Background: an optimization exercise with open tools, aiming at small area. Do not read the settings as production practice.

## alpha
==> module VM, before the edit <==
module VM ( i_product,
            i_money,
            i_buy,
            i_clk,
            i_rst_n,
            o_product,
            o_change,
            o_busy,
            o_no_change,
            o_strobe,
            o_need_more_money,
            o_future_change,
            o_empty);
input          i_clk, i_rst_n;
input   [3:0]  i_product;
input   [15:0] i_money;
input          i_buy;
output     [3:0]  o_product;
output reg [20:0] o_change;
output     [20:0] o_future_change;
output            o_busy;
output            o_no_change;
output            o_strobe;
output            o_need_more_money;
output            o_empty;
localparam PRICE = 100;
localparam S_START  = 3'b000;
localparam S_NOCH   = 3'b001;
localparam S_EMPTY  = 3'b010;
localparam S_CHOOSE = 3'b100;
localparam S_WAIT   = 3'b101;
localparam S_CALC   = 3'b110;
localparam S_PAY    = 3'b111;
reg [2:0] state, next_state;
reg [3:0] sold [1:10];
reg [4:0] cnt [0:14];
reg [20:0] money;
reg [20:0] future_change;
reg [3:0]  code_product;
reg [3:0]  chg;                
function [15:0] denom;
  input integer k;
  case (k)
    0:  denom = 16'd50000;
    1:  denom = 16'd20000;
    2:  denom = 16'd10000;
    3:  denom = 16'd5000;
    4:  denom = 16'd2000;
    5:  denom = 16'd1000;
    6:  denom = 16'd500;
    7:  denom = 16'd200;
    8:  denom = 16'd100;
    9:  denom = 16'd50;
    10: denom = 16'd25;
    11: denom = 16'd10;
    12: denom = 16'd5;
    13: denom = 16'd2;
    default: denom = 16'd1;
  endcase
endfunction
function ge_c;
  input [20:0] x;
  input [20:0] k;
  integer j;
  reg r;
  begin
    r = 1'b1;
    for (j = 0; j < 21; j = j + 1)
      r = k[j] ? (x[j] & r) : (x[j] | r);
    ge_c = r;
  end
endfunction
wire st_choose = (state == S_CHOOSE);
wire st_wait   = (state == S_WAIT);
wire st_calc   = (state == S_CALC);
wire st_pay    = (state == S_PAY);
integer i;
reg [10:1] soldout;
reg        empty;
always @* begin
  empty = 1'b1;
  for (i = 1; i <= 10; i = i + 1) begin
    soldout[i] = sold[i][3] & sold[i][1];    
    empty = empty & soldout[i];
  end
end
reg [10:1] sel_prod;
reg        prod_ok;
always @* begin
  prod_ok = 1'b0;
  for (i = 1; i <= 10; i = i + 1) begin
    sel_prod[i] = (i_product == i);
    prod_ok = prod_ok | (sel_prod[i] & ~soldout[i]);
  end
end
reg [14:0] avail, grant, nz, hit, upd;
reg [15:0] dsel;
reg [3:0]  gidx;
reg        seen;
always @* begin
  seen = 1'b0;
  dsel = st_calc ? PRICE[15:0] : 16'd0;
  gidx = 4'd0;
  for (i = 0; i < 15; i = i + 1) begin
    nz[i]    = (cnt[i] != 5'd22);
    hit[i]   = (i_money == denom(i));
    avail[i] = st_pay & ge_c(money, {5'd0, denom(i)}) & nz[i];
    grant[i] = avail[i] & ~seen;
    seen = seen | avail[i];
    if (grant[i]) begin
      dsel = dsel | denom(i);
      gidx = gidx | (i + 1);
    end
    upd[i] = (st_wait & hit[i]) | grant[i];
  end
end
reg [4:0] csel;
always @* begin
  csel = 5'd0;
  for (i = 0; i < 15; i = i + 1)
    csel = csel | ({5{upd[i]}} & cnt[i]);
end
wire [4:0] cx = csel ^ {5{~st_wait}};
wire [4:0] cnew = csel ^ {&cx[3:0], &cx[2:0], &cx[1:0], cx[0], 1'b1};
wire        sub = ~st_wait;
wire [20:0] op  = {{5{sub}}, ~dsel & ({16{sub}} | i_money)};
wire [20:0] next_money;
wire [11:0] cl;
wire [5:0]  c0, c1;
wire [15:11] s0, s1;
assign cl[0] = sub;
assign c0[0] = 1'b0;
assign c1[0] = 1'b1;
genvar g;
generate
  for (g = 0; g < 11; g = g + 1) begin : g_lo
    assign next_money[g] = money[g] ^ op[g] ^ cl[g];
    assign cl[g+1] = (money[g] & op[g]) | (cl[g] & (money[g] ^ op[g]));
  end
  for (g = 11; g < 16; g = g + 1) begin : g_mid
    assign s0[g] = money[g] ^ op[g] ^ c0[g-11];
    assign c0[g-10] = (money[g] & op[g]) | (c0[g-11] & (money[g] ^ op[g]));
    assign s1[g] = money[g] ^ op[g] ^ c1[g-11];
    assign c1[g-10] = (money[g] & op[g]) | (c1[g-11] & (money[g] ^ op[g]));
  end
endgenerate
assign next_money[15:11] = ({5{cl[11]}} & s1) | ({5{~cl[11]}} & s0);
wire c16 = (cl[11] & c1[5]) | (~cl[11] & c0[5]);
wire [4:0] hi = money[20:16];
wire [4:0] hx = hi ^ {5{sub}};
wire [4:0] hpm = hi ^ {&hx[3:0], &hx[2:0], &hx[1:0], hx[0], 1'b1};    
assign next_money[20:16] = (c16 ^ sub) ? hpm : hi;
wire up_sel0 = c0[5] ^ sub;
wire up_sel1 = c1[5] ^ sub;
wire up_z0   = up_sel0 ? ~|hpm : ~|hi;
wire up_z1   = up_sel1 ? ~|hpm : ~|hi;
wire hi_z0   = ~|s0 & up_z0;                        
wire hi_z1   = ~|s1 & up_z1;                        
wire hi_z    = (cl[11] & hi_z1) | (~cl[11] & hi_z0);
wire paid_off = hi_z & ~|next_money[10:0];
wire enough   = ~hi_z | (|next_money[10:7]) | ge_c({14'd0, next_money[6:0]}, PRICE);
wire one_empty = ~nz[14];
assign o_busy            = state[2];
assign o_need_more_money = st_wait & ~enough;
assign o_strobe          = (st_pay & paid_off) | (state == S_NOCH);
assign o_no_change       = (state == S_NOCH);
assign o_empty           = (state == S_EMPTY);
assign o_product         = code_product;
assign o_future_change   = future_change;
always @* begin
  o_change = 21'd0;
  for (i = 0; i < 15; i = i + 1)
    if (chg == i + 1) o_change = {5'd0, denom(i)};
end
always @* begin
  next_state = state;
  case (state)
    S_START:  if (empty) next_state = S_EMPTY;
              else if (i_buy) next_state = S_CHOOSE;
    S_CHOOSE: if (prod_ok) next_state = S_WAIT;
    S_WAIT:   if (enough) next_state = S_CALC;
    S_CALC:   next_state = S_PAY;
    S_PAY:    if (paid_off) next_state = S_START;
              else if (one_empty) next_state = S_NOCH;
    S_NOCH:   next_state = S_START;
    default:  ;
  endcase
end
always @(posedge i_clk or negedge i_rst_n) begin
  if (!i_rst_n) begin
    state         <= S_START;
    money         <= 21'd0;
    future_change <= 21'd0;
    code_product  <= 4'd0;
    chg           <= 4'd0;
  end else begin
    state <= next_state;
    money <= next_money;
    if (st_calc) future_change <= next_money;
    if (st_choose) code_product <= i_product;
    chg <= gidx;
  end
end
generate
  for (g = 1; g <= 10; g = g + 1) begin : g_prod
    wire tp = st_choose & sel_prod[g] & ~soldout[g];
    always @(posedge i_clk or negedge i_rst_n)
      if (!i_rst_n) sold[g] <= 4'd0;
      else sold[g] <= sold[g] ^ ({4{tp}} & {&sold[g][2:0], &sold[g][1:0], sold[g][0], 1'b1});
  end
  for (g = 0; g < 15; g = g + 1) begin : g_cnt
    always @(posedge i_clk or negedge i_rst_n)
      if (!i_rst_n) cnt[g] <= 5'd0;
      else if (upd[g]) cnt[g] <= cnew;
  end
endgenerate
endmodule
clock: 12.0 ns
lec_check: 0
cap_margin: 5
core_margin: 2
core_utilization: 65
gpl_timing_driven: 0
place_density: 0.8
slew_margin: 5
standard.sh (not shown) runs the stock make flow with config.mk's settings and CLKGATE_MAP_FILE= SYNTH_SCRIPT=/design/flow/synth_recipe.tcl, a recipe that flattens the netlist after the stock synthesis.
==> flow/flow/run.sh <==
#!/bin/bash
# Own layout flow: the standard layout (standard.sh) with these changes:
#  - ABC maps the combinational logic with an area-oriented script (abc_area.script);
#    registers are mapped before ABC runs, as in the standard synthesis, so they keep
#    their names and cells;
#  - each input and output port gets the smallest buffer (buf_1);
#  - the clock tree uses clkbuf_8 and no dummy loads (cts_args);
#  - after global routing, power recovery downsizes gates off the critical paths and
#    post_grt.tcl then repairs any slew or capacitance limit that broke.
# Each tool's full output is in orfs/logs/; make's output is in flow.log here.
set -euo pipefail
W=$PWD
F=$W/flow
{
  cat <<EOT
proc abc {args} {
  set i [lsearch -exact \$args -script]
  if {\$i >= 0} { lset args [expr {\$i + 1}] $F/abc_area.script }
  yosys abc {*}\$args
}
EOT
  cat "$W/synth_recipe.tcl"
} > "$W/own_synth.tcl"
CTS="-sink_clustering_enable -repair_clock_nets -dont_use_dummy_load"
[[ -f $F/cts_args ]] && CTS=$(cat "$F/cts_args")
# further make variables, one per line
EXTRA=()
if [[ -f $F/make_args ]]; then mapfile -t EXTRA < "$F/make_args"; fi
if [[ -f $F/post_grt.tcl ]]; then EXTRA+=("POST_GLOBAL_ROUTE_TCL=$F/post_grt.tcl"); fi
bash "$W/standard.sh" "SYNTH_SCRIPT=$W/own_synth.tcl" \
  "BUFFER_PORTS_ARGS=-buffer_cell sky130_fd_sc_hd__buf_1" \
  "CTS_ARGS=$CTS" "${EXTRA[@]}" finish > "$W/flow.log" 2>&1
==> flow/flow/abc_area.script <==
strash
&get -n
&st
&synch2
&if -K 6 -a
&mfs
&st
&synch2
&if -K 6 -a
&mfs
&st
&dch -f
&nf -R 1000
&put
topo
dnsize -c
==> flow/flow/cts_args <==
-sink_clustering_enable -repair_clock_nets -dont_use_dummy_load -buf_list sky130_fd_sc_hd__clkbuf_8 -sink_clustering_size 24 -sink_clustering_max_diameter 120
==> flow/flow/make_args <==
RECOVER_POWER=100
==> flow/flow/post_grt.tcl <==
# After power recovery (which downsizes gates off the critical paths), fix any slew or
# capacitance limit it broke, then legalize and reroute the touched nets.
global_route -start_incremental
repair_design -verbose -slew_margin $::env(SLEW_MARGIN) -cap_margin $::env(CAP_MARGIN)
detailed_placement
global_route -end_incremental
estimate_parasitics -global_routing
### alpha -> beta
-- flow/design.v --
<<< alpha, line 59
  endcase
endfunction
function ge_c;
  input [20:0] x;
>>> beta, line 59
  endcase
endfunction
function [3:0] dcode;
  input integer k;
  case (k)
    0: dcode = 4'd2;
    1: dcode = 4'd1;
    2: dcode = 4'd3;
    3: dcode = 4'd4;
    4: dcode = 4'd5;
    5: dcode = 4'd6;
    6: dcode = 4'd7;
    7: dcode = 4'd8;
    8: dcode = 4'd9;
    9: dcode = 4'd10;
    10: dcode = 4'd14;
    11: dcode = 4'd12;
    12: dcode = 4'd15;
    13: dcode = 4'd11;
    14: dcode = 4'd13;
    default: dcode = 4'd0;
  endcase
endfunction
function ge_c;
  input [20:0] x;
<<< alpha, line 110
    if (grant[i]) begin
      dsel = dsel | denom(i);
      gidx = gidx | (i + 1);
    end
    upd[i] = (st_wait & hit[i]) | grant[i];
>>> beta, line 131
    if (grant[i]) begin
      dsel = dsel | denom(i);
      gidx = gidx | dcode(i);
    end
    upd[i] = (st_wait & hit[i]) | grant[i];
<<< alpha, line 171
  o_change = 21'd0;
  for (i = 0; i < 15; i = i + 1)
    if (chg == i + 1) o_change = {5'd0, denom(i)};
end
always @* begin
>>> beta, line 192
  o_change = 21'd0;
  for (i = 0; i < 15; i = i + 1)
    if (chg == dcode(i)) o_change = {5'd0, denom(i)};
end
always @* begin
==> results.txt <==
Every stage of the flow completed for beta, and the final layout passed the timing, DRC and antenna checks.
Delta (beta minus alpha): non-clock inverter instance count of the final layout went up by 16%; met1 usage saw an increase.
beta: number of global-route vias before repair lower than alpha
Summary of the comparison: achievable frequency is higher in beta, relative to alpha.
Diff alpha -> beta | detailed router's first-iteration violation count | decrease of 85
Side by side, design area turned out lower in beta than in alpha.
Global-route usage: higher on alpha
What beta reported for length of routed met2 wiring has to be multiplied by 1.13 to get the figure for alpha.
No functional check of the RTL was part of any run of this note.

-- port drivers added, routing unchanged --
In the flow no input, the clock included, has a driving cell. The finished layouts below were timed again as built, in two steps.
Step 1 (the two cells are an assumption about what drives the block):
set clk [get_ports {i_clk}]
set_driving_cell -lib_cell sky130_fd_sc_hd__clkbuf_16 $clk
set_driving_cell -lib_cell sky130_fd_sc_hd__buf_2 [delete_from_list [all_inputs] $clk]
Step 2 also shifts input and output timing later by t, the mid clock arrival at the registers, as if the neighbouring blocks saw the same clock.
Three values: no drivers, after step 1, after step 2; two values: the first two.
| run | shift t [ns] | setup slack, ns | latest minus earliest clock arrival (ns) | slew at the worst register clock pin (ns) | pins driven straight from the clock port |
|---|---|---|---|---|---|
| alpha | 0.483 | 0.436 / 0.398 / 0.726 | 0.030 / 0.029 | 0.09 / 0.09 | 1 |
| beta | 0.495 | 0.509 / 0.473 / 0.968 | 0.030 / 0.030 | 0.09 / 0.09 | 1 |
After both steps setup and hold are still met in every run listed.
